Background: an optimization exercise with open tools, aiming at small area, a short achievable clock period and few clock cycles. Do not read the settings as production practice. RTL that was checked went through simulation tests only; none was proved equivalent to the original.

// encrpytion
module encrpytion        
    # (parameter k = 32)(
    input clk,               
    input rst,               
    input en,                
    input [k-1:0]a,          
    input [2*k-1:0]n,        
    input [k:0]e,            
    output [k-1:0]cipher,    
    output reg ready_flag    
    );
reg  [k-1:0] R;          
reg  [k-1:0] P;          
reg  [k-1:0] Ni;         
reg          bq;         
reg  [4:0]   cnt;        
reg  [4:0]   idx;        
reg          ebit;       
reg          sq;         
reg          run;        
assign cipher = R;
reg  [4:0] idx0;
integer i;
always @(*) begin
    idx0 = 5'd0;
    for (i = 1; i <= k; i = i + 1)
        if (e[i]) idx0 = i - 1;
end
wire [k+2:0] x  = {2'b00, P, 1'b0};
wire [k+2:0] y  = {3'b000, bq ? R : {k{1'b0}}};
wire [k+2:0] z1 = {3'b111, Ni};           
wire [k+2:0] z2 = {2'b11, Ni, 1'b1};      
wire [k+2:0] s1 = x ^ y ^ z1;
wire [k+2:0] c1 = (x & y) | (x & z1) | (y & z1);
wire [k+2:0] s2 = x ^ y ^ z2;
wire [k+2:0] c2 = (x & y) | (x & z2) | (y & z2);
wire [34:0] ad0_p0 = x ^ y;
wire [34:0] ad0_g0 = x & y;
wire [34:0] ad0_G0 = {ad0_g0[34:1], ad0_g0[0] | (ad0_p0[0] & 1'b0)};
wire [34:0] ad0_P0 = ad0_p0;
wire ad0_g1_1 = ad0_G0[1] | (ad0_P0[1] & ad0_G0[0]);
wire ad0_p1_1 = ad0_P0[1] & ad0_P0[0];
wire ad0_g1_3 = ad0_G0[3] | (ad0_P0[3] & ad0_G0[2]);
  ...
Size in the first run: ~110 flip-flops, ~170 I/O pins, about 11,000 sq um of cells after synthesis.
==> flow/config.mk <==
export PLATFORM = sky130hd
export DESIGN_NAME = encrpytion
export DESIGN_NICKNAME = encrpytion
export VERILOG_FILES = /design/flow/design.v
export SDC_FILE = /design/flow/constraint.sdc
export NUM_CORES = 4
export LEC_CHECK = 0
export ABC_AREA = 1
export CAP_MARGIN = 20
export CORE_MARGIN = 2
export CORE_UTILIZATION = 55
export CTS_BUF_LIST = sky130_fd_sc_hd__clkbuf_8
export CTS_CLUSTER_SIZE = 30
export PLACE_DENSITY = 0.7
export SETUP_SLACK_MARGIN = 5
export SLEW_MARGIN = 20
==> flow/constraint.sdc <==
create_clock -name core_clock -period 10.0 [get_ports {clk}]
set_input_delay 2.0000 -clock core_clock [delete_from_list [all_inputs] [get_ports {clk}]]
set_output_delay 2.0000 -clock core_clock [all_outputs]
set_load 0.01 [all_outputs]
standard.sh (not shown) runs the stock make flow with config.mk's settings and CLKGATE_MAP_FILE= SYNTH_SCRIPT=/design/flow/synth_recipe.tcl, a recipe that flattens the netlist after the stock synthesis.
==> flow/flow/run.sh <==
#!/bin/bash
# Standard ORFS layout (the standard.sh, unchanged synthesis); every
# input and output port still gets its own buffer, but a plain buf_1
# instead of the delay buffer buffer_ports picks by itself.
set -euo pipefail
export BUFFER_PORTS_ARGS="-buffer_cell sky130_fd_sc_hd__buf_1"
bash standard.sh > standard.log 2>&1
The starting point ran to the end with no violations.
Testbench counts at the start, summed over its fixed seeds: cycles 6,240.
==> next run, changes <==
==> flow/run.sh (new file) <==
#!/bin/bash
# synth_recipe.tcl (not shown) runs the flow's synth.tcl, then flattens the netlist and writes it again
# the make line also repeats each setting of config.mk as NAME=value (left out here)
make -C /OpenROAD-flow-scripts/flow DESIGN_CONFIG=/design/flow/config.mk WORK_HOME=/design/flow/orfs CLKGATE_MAP_FILE= SYNTH_SCRIPT=/design/flow/synth_recipe.tcl finish
Settings changed: ABC_AREA 1 to default, CORE_UTILIZATION 55 to 70, CTS_BUF_LIST sky130_fd_sc_hd__clkbuf_8 to default, CTS_CLUSTER_SIZE 30 to default, PLACE_DENSITY 0.7 to 0.8.
removed: flow/flow/run.sh
removed: flow/standard.sh
What happened: Register-to-register slack got worse by 0.15 ns; worst setup slack got worse by 0.15 ns; die area came out lower by about a fifth.
==> next run, changes <==
==> flow/flow/run.sh (new file) <==
#!/bin/bash
# Standard ORFS layout (the standard.sh, unchanged synthesis); every
# input and output port still gets its own buffer, but a plain buf_1
# instead of the delay buffer buffer_ports picks by itself.
set -euo pipefail
export BUFFER_PORTS_ARGS="-buffer_cell sky130_fd_sc_hd__buf_1"
bash standard.sh > standard.log 2>&1
==> flow/standard.sh (new file) <==
#!/bin/bash
# synth_recipe.tcl (not shown) runs the flow's synth.tcl, then flattens the netlist and writes it again
# the make line also repeats each setting of config.mk as NAME=value (left out here)
make -C /OpenROAD-flow-scripts/flow DESIGN_CONFIG=/design/flow/config.mk WORK_HOME=/design/flow/orfs CLKGATE_MAP_FILE= SYNTH_SCRIPT=/design/flow/synth_recipe.tcl "${@:-finish}"
Settings changed: ABC_AREA from default to 1, CORE_UTILIZATION 70 to 55, CTS_BUF_LIST from default to sky130_fd_sc_hd__clkbuf_8, PLACE_DENSITY 0.8 to 0.7.
removed: flow/run.sh
Register-to-register slack gets better by 0.15 ns.
Cell area falls by a few percent.
Fmax rises by a few percent.
Final cell count rises by a quarter to a third.

== job 103 ==
encrpytion, a different RTL version from the one above (not shown whole).
Size: ~1400 cells after synthesis, ~110 flip-flops.
// encrpytion
module encrpytion        
    # (parameter k = 32)(
    input clk,               
    input rst,               
    input en,                
    input [k-1:0]a,          
    input [2*k-1:0]n,        
    input [k:0]e,            
    output [k-1:0]cipher,    
    output reg ready_flag    
    );
export LEC_CHECK = 0
export ABC_AREA = 1
export CAP_MARGIN = 20
export CORE_MARGIN = 2
export CORE_UTILIZATION = 55
export PLACE_DENSITY = 0.7
export SLEW_MARGIN = 20
create_clock -name core_clock -period 10.0 [get_ports {clk}]
==> flow/flow/run.sh <==
#!/bin/bash
set -euo pipefail
export BUFFER_PORTS_ARGS="-buffer_cell sky130_fd_sc_hd__buf_1"
export SETUP_SLACK_MARGIN=6
bash standard.sh > standard.log 2>&1
Job 103 did not stop at any stage, and its layout met the timing, design-rule and antenna checks.
--- input diff job 103..job 102 ---
Settings: SETUP_SLACK_MARGIN now 5, previously not set.
==> flow/flow/run.sh <==
#!/bin/bash
# Standard ORFS layout (the standard.sh, unchanged synthesis); every
# input and output port still gets its own buffer, but a plain buf_1
# instead of the delay buffer buffer_ports picks by itself.
set -euo pipefail
export BUFFER_PORTS_ARGS="-buffer_cell sky130_fd_sc_hd__buf_1"
bash standard.sh > standard.log 2>&1
==> comparison <==
Diff job 102..job 103 | number of pins exceeding their max-slew limit in the final report | unchanged. Going from job 103 to job 102, maximum clock rate lower; routed wire length now smaller; via count has decreased. Reported for job 103 and job 102, summed instance area of the synthesized netlist turned out identical to the last digit.
Function was not checked in any run of this note: the RTL went through the layout flow alone.

== run 1 ==
encrpytion with an RTL version that a note above also has.
For scale: ~1400 cells after synthesis, ~110 flip-flops, roughly 170 I/O pins, about 11000 µm² of cells after synthesis.
export LEC_CHECK = 0
export ABC_AREA = 1
export CAP_MARGIN = 20
export CORE_MARGIN = 2
export CORE_UTILIZATION = 55
export PLACE_DENSITY = 0.7
export SETUP_SLACK_MARGIN = 5
export SLEW_MARGIN = 20
create_clock -name core_clock -period 10.0 [get_ports {clk}]
==> flow/flow/run.sh <==
#!/bin/bash
# Standard ORFS layout (the standard.sh, unchanged synthesis), same clock
# and constraints, with:
#  - every port buffered with a plain buf_1 (instead of a delay buffer);
#  - a timing-oriented restructure of the long paths after floorplan,
#    mapped onto the platform's cells less those it marks don't-use.
set -euo pipefail
export BUFFER_PORTS_ARGS="-buffer_cell sky130_fd_sc_hd__buf_1"
export POST_FLOORPLAN_TCL=$PWD/flow/restructure.tcl
mkdir -p orfs/objects/sky130hd/encrpytion/base/rmp
python3 flow/filter_lib.py $FLOW_HOME/platforms/sky130hd/lib/sky130_fd_sc_hd__tt_025C_1v80.lib \
  orfs/objects/sky130hd/encrpytion/base/rmp/hd_no_dont_use.lib > filter_lib.log 2>&1
bash standard.sh > standard.log 2>&1
==> flow/flow/filter_lib.py <==
#!/usr/bin/env python3
# Copy a liberty file without the cells the platform marks don't-use
# (lpflow_* and probe cells), for restructure's ABC mapping.
import re, sys
src, dst = sys.argv[1], sys.argv[2]
txt = open(src).read()
out = []
pos = 0
pat = re.compile(r'\n\s*cell\s*\(\s*"?([A-Za-z0-9_]+)"?\s*\)\s*\{')
removed = 0
for m in pat.finditer(txt):
    if m.start() < pos:
        continue
    name = m.group(1)
    if 'lpflow' not in name and 'probe' not in name:
        continue
    # find the matching closing brace of this cell group
    depth = 0
    i = m.end() - 1
    while True:
        c = txt[i]
        if c == '{':
            depth += 1
        elif c == '}':
            depth -= 1
            if depth == 0:
                break
        i += 1
    out.append(txt[pos:m.start()])
    pos = i + 1
    removed += 1
out.append(txt[pos:])
open(dst, 'w').write(''.join(out))
print("removed %d cells" % removed)
==> flow/flow/restructure.tcl <==
# After floorplan: resynthesise the logic on long paths for timing with
# OpenROAD's restructure (registers are left as they are). Timing repair in
# the later stages recovers the clock period.
set lib $::env(OBJECTS_DIR)/rmp/hd_no_dont_use.lib
puts "restructure: area before"
report_design_area
restructure -target timing -slack_threshold 5.5 -liberty_file $lib \
  -tielo_port sky130_fd_sc_hd__conb_1/LO -tiehi_port sky130_fd_sc_hd__conb_1/HI \
  -work_dir $::env(OBJECTS_DIR)/rmp -abc_logfile $::env(LOG_DIR)/2_1_rmp_abc.log
puts "restructure: area after"
report_design_area
In summary, run 1 completed successfully, with a layout that passed the timing, design-rule and antenna checks.
Testbench counts of run 1, summed over its fixed seeds: cycles 6,240.
[inputs] run 2 vs run 1
==> flow/flow/run.sh <==
#!/bin/bash
# Standard ORFS layout (the standard.sh, unchanged synthesis) with
# ORFS's power/area recovery step enabled after global-route timing repair.
set -euo pipefail
export RECOVER_POWER=100
bash standard.sh > standard.log 2>&1
removed: flow/flow/filter_lib.py
removed: flow/flow/restructure.tcl
==> comparison <==
Nothing crashed in run 2 and all stages finished; the problem is that the final layout failed, the offending checks being capacitance limit, slew limit.
Diff run 1 -> run 2: maximum achievable frequency fell 31%; number of stages on the worst setup path rose 2.
R[6]$_DFFE_PP_ as the critical path capture point was reported by run 2, and R[28]$_DFFE_PP_ by run 1.
The following lists how run 3 was set up differently from run 2:
==> flow/flow/run.sh <==
#!/bin/bash
# Standard ORFS layout (the standard.sh, unchanged synthesis); every
# input and output port still gets its own buffer, but a plain buf_1
# instead of the delay buffer buffer_ports picks by itself.
set -euo pipefail
export BUFFER_PORTS_ARGS="-buffer_cell sky130_fd_sc_hd__buf_1"
bash standard.sh > standard.log 2>&1
==> run summary <==
The flow for run 2 finished, though final verification flagged capacitance limit, slew limit.
Looking at the reports, run 3 completed the entire flow and the layout it produced met the timing, design-rule and antenna checks.
Final cell area: run 3 below run 2
Via count: run 3 vs run 2 down about 2%
For the total stage count of the critical path, run 3 came in 2 lower than run 2 did.
Run 3 against run 2: worst hold slack went down 13 ps; number of global-route vias before repair has decreased.
From run 2 to run 3 the numbers moved as follows: transition at the pin with the smallest max-transition slack fell 910 ps; per-cell routed wire length fell 3.5%.
Cmp run 3 vs run 2: time the final worst path needs with I/O delays and setup lower in run 3
The adder and majority cell fraction of the synthesized area was comparable across run 2 and run 3.
Run 3 vs run 2 on final period utilization: run 3 is the lower one.
--- input diff run 3..run 4 ---
==> flow/flow/run.sh <==
#!/bin/bash
set -euo pipefail
export BUFFER_PORTS_ARGS="-buffer_cell sky130_fd_sc_hd__buf_1"
export SETUP_SLACK_MARGIN=6
bash standard.sh > standard.log 2>&1
--- a/flow/config.mk
+++ b/flow/config.mk
@@ -12,3 +12,2 @@
 export PLACE_DENSITY = 0.7
-export SETUP_SLACK_MARGIN = 5
 export SLEW_MARGIN = 20
==> comparison <==
Taking run 3 as the reference point, the met2 wire length of run 4 rises by 2400 µm. Between run 4 and run 3, the clock latency of the later-clocked register in the worst-skew pair does not differ in any meaningful way. Note that the count of fill cells added during filler insertion recorded for run 4 amounts to 0.858 times the value seen in run 3.

encrpytion again, from the RTL that the note above started with.
export LEC_CHECK = 0
export ABC_AREA = 1
export CAP_MARGIN = 20
export CORE_MARGIN = 2
export CORE_UTILIZATION = 55
export PLACE_DENSITY = 0.7
export SETUP_SLACK_MARGIN = 5
export SLEW_MARGIN = 20
create_clock -name core_clock -period 10.0 [get_ports {clk}]
run.sh (not shown) runs the stock make flow with config.mk's settings and CLKGATE_MAP_FILE= SYNTH_SCRIPT=/design/flow/synth_recipe.tcl, a recipe that flattens the netlist after the stock synthesis.
Stock flow here: none of the scripts above is used.
The starting point completed with no timing, DRC or antenna violations.
Testbench counts at the start, summed over its fixed seeds: cycles 6,240.
Then changed:
==> flow/flow/run.sh (new file) <==
#!/bin/bash
# Standard ORFS layout (the standard.sh, unchanged synthesis), same clock
# and constraints, with:
#  - every port buffered with a plain buf_1 (instead of a delay buffer);
#  - a timing-oriented restructure of the long paths after floorplan,
#    mapped onto the platform's cells less those it marks don't-use.
set -euo pipefail
export BUFFER_PORTS_ARGS="-buffer_cell sky130_fd_sc_hd__buf_1"
export POST_FLOORPLAN_TCL=$PWD/flow/restructure.tcl
mkdir -p orfs/objects/sky130hd/encrpytion/base/rmp
python3 flow/filter_lib.py $FLOW_HOME/platforms/sky130hd/lib/sky130_fd_sc_hd__tt_025C_1v80.lib \
  orfs/objects/sky130hd/encrpytion/base/rmp/hd_no_dont_use.lib > filter_lib.log 2>&1
bash standard.sh > standard.log 2>&1
==> flow/flow/filter_lib.py (new file) <==
#!/usr/bin/env python3
# Copy a liberty file without the cells the platform marks don't-use
# (lpflow_* and probe cells), for restructure's ABC mapping.
import re, sys
src, dst = sys.argv[1], sys.argv[2]
txt = open(src).read()
out = []
pos = 0
pat = re.compile(r'\n\s*cell\s*\(\s*"?([A-Za-z0-9_]+)"?\s*\)\s*\{')
removed = 0
for m in pat.finditer(txt):
    if m.start() < pos:
        continue
    name = m.group(1)
    if 'lpflow' not in name and 'probe' not in name:
        continue
    # find the matching closing brace of this cell group
    depth = 0
    i = m.end() - 1
    while True:
        c = txt[i]
        if c == '{':
            depth += 1
        elif c == '}':
            depth -= 1
            if depth == 0:
                break
        i += 1
    out.append(txt[pos:m.start()])
    pos = i + 1
    removed += 1
out.append(txt[pos:])
open(dst, 'w').write(''.join(out))
print("removed %d cells" % removed)
==> flow/flow/restructure.tcl (new file) <==
# After floorplan: resynthesise the logic on long paths for timing with
# OpenROAD's restructure (registers are left as they are). Timing repair in
# the later stages recovers the clock period.
set lib $::env(OBJECTS_DIR)/rmp/hd_no_dont_use.lib
puts "restructure: area before"
report_design_area
restructure -target timing -slack_threshold 9 -liberty_file $lib \
  -tielo_port sky130_fd_sc_hd__conb_1/LO -tiehi_port sky130_fd_sc_hd__conb_1/HI \
  -work_dir $::env(OBJECTS_DIR)/rmp -abc_logfile $::env(LOG_DIR)/2_1_rmp_abc.log
puts "restructure: area after"
report_design_area
==> flow/standard.sh (new file) <==
#!/bin/bash
# synth_recipe.tcl (not shown) runs the flow's synth.tcl, then flattens the netlist and writes it again
# the make line also repeats each setting of config.mk as NAME=value (left out here)
make -C /OpenROAD-flow-scripts/flow DESIGN_CONFIG=/design/flow/config.mk WORK_HOME=/design/flow/orfs CLKGATE_MAP_FILE= SYNTH_SCRIPT=/design/flow/synth_recipe.tcl "${@:-finish}"
removed: flow/run.sh
What happened:
- wire length decreases by a few percent
- cell area decreases by a few percent
- maximum frequency decreases slightly
- clock-buffer cell count increases by 6

exp/willow:
Another version of the RTL of encrpytion (not shown whole).
Size: about 1,400 cells after synthesis, ~110 flip-flops, roughly 11,000 sq um of cells after synthesis.
clock: 10.0 ns
lec_check: 0
abc_area: 1
cap_margin: 20
core_margin: 2
core_utilization: 55
place_density: 0.7
setup_slack_margin: 5
slew_margin: 20
standard.sh (not shown) runs the stock make flow with config.mk's settings and CLKGATE_MAP_FILE= SYNTH_SCRIPT=/design/flow/synth_recipe.tcl, a recipe that flattens the netlist after the stock synthesis.
==> flow/flow/run.sh <==
#!/bin/bash
# Standard ORFS layout (the standard.sh, unchanged synthesis); every
# input and output port still gets its own buffer, but a plain buf_1
# instead of the delay buffer buffer_ports picks by itself.
set -euo pipefail
export BUFFER_PORTS_ARGS="-buffer_cell sky130_fd_sc_hd__buf_1"
bash standard.sh > standard.log 2>&1
Testbench counts of exp/willow, summed over its fixed seeds: cycles 6,039.
Edits applied to the flow inputs when going from exp/willow to exp/delta:
==> flow/flow/run.sh <==
#!/bin/bash
set -euo pipefail
export BUFFER_PORTS_ARGS="-buffer_cell sky130_fd_sc_hd__buf_1"
export SETUP_SLACK_MARGIN=6
bash standard.sh > standard.log 2>&1
--- a/flow/config.mk
+++ b/flow/config.mk
@@ -9,6 +9,5 @@
 export CAP_MARGIN = 20
 export CORE_MARGIN = 2
-export CORE_UTILIZATION = 55
-export PLACE_DENSITY = 0.7
-export SETUP_SLACK_MARGIN = 5
+export CORE_UTILIZATION = 65
+export PLACE_DENSITY = 0.75
 export SLEW_MARGIN = 20
Notes after the runs:
- [exp/delta] data arrival time at the worst-slack endpoint fell 0.75 ns relative to exp/willow
- exp/delta vs. exp/willow: number of setup buffers added after CTS climbed 21, minimum clock period went down, final area rose by 9.5%.
Relative to exp/delta, the following input files were edited for exp/tundra:
==> flow/flow/run.sh <==
#!/bin/bash
set -euo pipefail
export BUFFER_PORTS_ARGS="-buffer_cell sky130_fd_sc_hd__buf_1"
export SETUP_SLACK_MARGIN=7
bash standard.sh > standard.log 2>&1
--- a/flow/config.mk
+++ b/flow/config.mk
@@ -9,5 +9,5 @@
 export CAP_MARGIN = 20
 export CORE_MARGIN = 2
-export CORE_UTILIZATION = 65
-export PLACE_DENSITY = 0.75
+export CORE_UTILIZATION = 55
+export PLACE_DENSITY = 0.7
 export SLEW_MARGIN = 20
[summary]
Multi-input gate share of the layout cell area ends up lower on exp/tundra.
Non-clock buffer count delta for exp/tundra relative to exp/delta: 27 higher
exp/tundra -> exp/delta: count of multi-input combinational gates flat
Input-level comparison between exp/fjord and exp/tundra:
==> flow/flow/run.sh <==
#!/bin/bash
set -euo pipefail
export BUFFER_PORTS_ARGS="-buffer_cell sky130_fd_sc_hd__buf_1"
export SETUP_SLACK_MARGIN=6
bash standard.sh > standard.log 2>&1
- For the final cell count, exp/fjord came in about 2% lower than exp/tundra did.
- On part of the cycle the worst path needs, the higher figure sits with exp/fjord, not exp/tundra.
- Of exp/tundra and exp/fjord, exp/tundra shows the higher worst setup slack, with exp/fjord below it.
- From exp/tundra to exp/fjord the numbers moved as follows: utilization now smaller; non-clock buffer count now smaller; post-cts repair resize count now smaller.
What exp/maple does differently from exp/fjord at the input level:
--- a/flow/config.mk
+++ b/flow/config.mk
@@ -9,5 +9,5 @@
 export CAP_MARGIN = 20
 export CORE_MARGIN = 2
-export CORE_UTILIZATION = 55
-export PLACE_DENSITY = 0.7
+export CORE_UTILIZATION = 45
+export PLACE_DENSITY = 0.6
 export SLEW_MARGIN = 20
### Flow results
Between exp/maple and exp/fjord, it is exp/maple whose tap cell instance count is higher, by 20%. As far as fraction of registers with async set or reset after synthesis goes, exp/maple and exp/fjord are indistinguishable; the numbers are identical. Re logic depth of the worst path, buffers included: exp/maple and exp/fjord aren't equal, and the higher value belongs to exp/fjord. exp/fjord has higher initial standard-cell utilization of the core than exp/maple. Per the comparison of exp/maple with exp/fjord, detail-routed via count per cell -about 4.3%; global-route wire length before repair +4.2%. Between exp/fjord and exp/maple, data required time at the worst endpoint increased. The lower overall via count from detail_route of exp/maple and exp/fjord is in exp/maple. Final cell count, exp/maple and exp/fjord: smaller value in exp/fjord.

-- re-timing with driven ports --
No port has a modelled driver above. Below, the same layouts with a new extraction and two added sets of constraints. Step 1 (the two cells are an assumption about what drives the block):
set clk [get_ports {clk}]
set_driving_cell -lib_cell sky130_fd_sc_hd__clkbuf_16 $clk
set_driving_cell -lib_cell sky130_fd_sc_hd__buf_2 [delete_from_list [all_inputs] $clk]
Step 2 adds t to the input delays and takes it off the output delays; t is the mean of the earliest and latest rising clock arrival at the registers after step 1. Input paths then give back, and output paths get back, about the clock's delay inside the block. Slacks: no drivers / after step 1 / after step 2; pairs: no drivers / after step 1.
| run | t (ns) | setup WS [ns] | worst hold slack (ns) |
|---|---|---|---|
| the first run of note 1 | 0.444 | 5.282 / 5.282 / 5.282 | 0.542 / 0.542 / 0.542 |
| the second run of note 1 | 0.411 | 5.130 / 5.130 / 5.130 | 0.582 / 0.582 / 0.582 |
| the third run of note 1 | 0.444 | 5.282 / 5.282 / 5.282 | 0.542 / 0.542 / 0.542 |
| job 103 | 0.414 | 6.028 / 6.028 / 6.028 | 0.540 / 0.540 / 0.540 |
| job 102 | 0.415 | 5.321 / 5.321 / 5.321 | 0.544 / 0.544 / 0.544 |
| run 1 | 0.409 | 5.295 / 5.295 / 5.295 | 0.547 / 0.547 / 0.547 |
| run 2 | 0.410 | 3.165 / 3.165 / 3.165 | 0.560 / 0.560 / 0.560 |
| run 3 | 0.409 | 5.295 / 5.295 / 5.295 | 0.547 / 0.547 / 0.547 |
| run 4 | 0.412 | 5.918 / 5.918 / 5.918 | 0.542 / 0.542 / 0.542 |
| the first run of note 4 | 0.410 | 5.316 / 5.316 / 5.316 | 0.559 / 0.559 / 0.559 |
| the second run of note 4 | 0.409 | 5.295 / 5.295 / 5.295 | 0.547 / 0.547 / 0.547 |
| exp/willow | 0.415 | 5.341 / 5.341 / 5.341 | 0.541 / 0.541 / 0.541 |
| exp/delta | 0.411 | 5.938 / 5.938 / 5.938 | 0.520 / 0.520 / 0.520 |
| exp/tundra | 0.417 | 6.104 / 6.104 / 6.104 | 0.540 / 0.540 / 0.540 |
| exp/fjord | 0.418 | 5.992 / 5.992 / 5.992 | 0.540 / 0.540 / 0.540 |
| exp/maple | 0.407 | 6.060 / 6.060 / 6.060 | 0.538 / 0.538 / 0.538 |
